This is an optimization exercise on Yosys and OpenROAD, whose aim is small area, not a production implementation. Function was checked by simulation only, so behaviour that the tests miss may differ from the original.

Setup of build 29:
==> flow/design.v (excerpt) <==
module fpga2(
    input clk,
    input rst,
    input volUP,
    input volDOWN,
    input candy,
    input increase,
    input decrease,
    input open,
    input mute,
    input play,
    input mode,
    output audio_mclk,
    output audio_lrck,
    output audio_sck,
    output audio_sdin,
    output reg IA,
    output IB,
    output reg IIA,
    output IIB,
    output [3:0] DIGIT,
    output [6:0] DISPLAY
);
    function [23:0] inc24(input [23:0] a, input ci);
        integer i; reg c;
        begin
            c = ci;
            for (i = 0; i < 24; i = i + 1) begin
                inc24[i] = a[i] ^ c;
                c = c & a[i];
            end
        end
    endfunction
    function [13:0] inc14(input [13:0] a);
        integer i; reg c;
        begin
            c = 1'b1;
            for (i = 0; i < 14; i = i + 1) begin
                inc14[i] = a[i] ^ c;
                c = c & a[i];
            end
        end
    endfunction
    function [8:0] inc9(input [8:0] a);
        integer i; reg c;
        begin
            c = 1'b1;
            for (i = 0; i < 9; i = i + 1) begin
                inc9[i] = a[i] ^ c;
                c = c & a[i];
            end
        end
    endfunction
  ...
export LEC_CHECK = 0
export ABC_AREA = 1
export CAP_MARGIN = 20
export CORE_MARGIN = 2
export CORE_UTILIZATION = 55
export SLEW_MARGIN = 20
export SYNTH_MEMORY_MAX_BITS = 65536
create_clock -name core_clock -period 150.0 [get_ports {clk}]
standard.sh (not shown) runs the stock make flow with config.mk's settings and CLKGATE_MAP_FILE= SYNTH_SCRIPT=/design/flow/synth_recipe.tcl, a recipe that flattens the netlist after the stock synthesis.
==> flow/flow/run.sh <==
#!/bin/bash
# Own layout flow: the standard synthesis (unchanged), then an area
# re-mapping of its combinational logic with ABC (flip-flops untouched; a few
# randomised runs, the smallest kept, and proved equivalent to the standard
# netlist, else the standard netlist is used), then the standard ORFS steps
# from floorplan to finish with 1x port buffers and a clock tree of clkbuf_4
# without dummy loads. Each tool's output goes to its own log here.
set -euo pipefail
W=$PWD
R=$W/orfs/results/sky130hd/fpga2/base
YOSYS=$(command -v yosys || echo /OpenROAD-flow-scripts/tools/install/yosys/bin/yosys)
export LIBF=$FLOW_HOME/platforms/sky130hd/lib/sky130_fd_sc_hd__tt_025C_1v80.lib
export FLOW_TOP
DU=""
for c in $(sed -n '/DONT_USE_CELLS += /,/^#/p' $FLOW_HOME/platforms/sky130hd/config.mk | grep -o 'sky130_fd_sc_hd__[a-z0-9_]*'); do DU="$DU -dont_use $c"; done
export DONT_USE_ARGS="$DU"

bash standard.sh synth > log_synth_standard.txt 2>&1
cp $R/1_2_yosys.v $W/synth_standard.v

for B in 0 4; do
  for S in $((B+1)) $((B+2)) $((B+3)) $((B+4)); do
    printf 'strash\n&get -n\n&deepsyn -T 60 -S %s\n&put\ndch\namap\n' $S > $W/area_$S.abc
    ( IN_V=$W/synth_standard.v OUT_V=$W/synth_reopt_$S.v STAT_OUT=$W/reopt_stat_$S.txt \
      ABC_SCRIPT=$W/area_$S.abc ABC_CONSTR=$W/flow/abc.constr \
      timeout 900 $YOSYS -c flow/reopt.tcl > log_reopt_yosys_$S.txt 2>&1 || true ) &
  done
  wait
done

BEST=""; BA=""
for S in 1 2 3 4 5 6 7 8; do
  [ -s $W/synth_reopt_$S.v ] || continue
  A=$(grep "Chip area for module" $W/reopt_stat_$S.txt | awk '{print $NF}')
  if [ -z "$BA" ] || awk "BEGIN{exit !($A < $BA)}"; then BA=$A; BEST=$S; fi
done
echo "best reopt: $BEST area $BA" > reopt_choice.txt

if [ -n "$BEST" ] && GOLD_V=$W/synth_standard.v GATE_V=$W/synth_reopt_$BEST.v \
     timeout 900 $YOSYS -c flow/equiv.tcl > log_equiv_yosys.txt 2>&1; then
  echo "equivalence proved; using re-mapped netlist $BEST" >> reopt_choice.txt
  cp $W/synth_reopt_$BEST.v $R/1_2_yosys.v
  rm -f $R/1_synth.odb $R/1_synth.sdc
else
  echo "no proved re-mapped netlist; using the standard netlist" >> reopt_choice.txt
fi

bash standard.sh finish \
  "BUFFER_PORTS_ARGS=-buffer_cell sky130_fd_sc_hd__buf_1" \
  "CTS_ARGS=-sink_clustering_enable -repair_clock_nets -dont_use_dummy_load -buf_list sky130_fd_sc_hd__clkbuf_4" \
  > log_orfs_finish.txt 2>&1
Other scripts of this flow, unchanged in this note and not shown: flow/flow/abc.constr, flow/flow/equiv.tcl, flow/flow/reopt.tcl
Every stage of the flow completed for build 29, and the final layout passed the timing, DRC and antenna checks.
Input-level comparison between trial 56 and build 29:
diff --git a/flow/flow/run.sh b/flow/flow/run.sh
--- a/flow/flow/run.sh
+++ b/flow/flow/run.sh
@@ -2,5 +2,5 @@
 # Own layout flow: the standard synthesis (unchanged), then an area
-# re-mapping of its combinational logic with ABC (flip-flops untouched; a few
-# randomised runs, the smallest kept, and proved equivalent to the standard
-# netlist, else the standard netlist is used), then the standard ORFS steps
+# re-mapping of its combinational logic with ABC (flip-flops untouched; 12
+# randomised deepsyn runs, 4 at a time, the smallest kept and proved
+# equivalent to the standard netlist, else the standard netlist is used), then the standard ORFS steps
 # from floorplan to finish with 1x port buffers and a clock tree of clkbuf_4
@@ -20,3 +20,3 @@
 
-for B in 0 4; do
+for B in 0 4 8; do
   for S in $((B+1)) $((B+2)) $((B+3)) $((B+4)); do
@@ -31,3 +31,3 @@
 BEST=""; BA=""
-for S in 1 2 3 4 5 6 7 8; do
+for S in 1 2 3 4 5 6 7 8 9 10 11 12; do
   [ -s $W/synth_reopt_$S.v ] || continue
Notes after the runs:
Build 29 → trial 56: post-placement cell count went down 3, cell area lower, fraction of area in multi-input gates saw a decrease.

==> static timing again, ports no longer ideal <==
The results above use ideal ports. As a check the final layouts listed here were re-extracted and re-timed, cells and wires unchanged. Step 1: set_driving_cell puts a clkbuf_16 on clk and a buf_2 on each other input, an assumption about the parent block. Step 2 moves the port delays by t, midway between the first and last clock arrival at a register: inputs arrive t later, outputs are due t later. That takes back most of the time a late clock gives input paths. Three values: no drivers, after step 1, after step 2; two values: the first two.
run | shift t [ns] | setup slack, ns | pins driven straight from the clock port
build 29 | 0.552 | 116.210 / 116.224 / 115.672 | 1
trial 56 | 0.519 | 115.717 / 115.726 / 115.207 | 1
After both steps setup and hold are still met in every run listed. For build 29, which loses most, drivers alone change the setup slack by +0.014 ns; drivers and shift together by -0.538 ns.
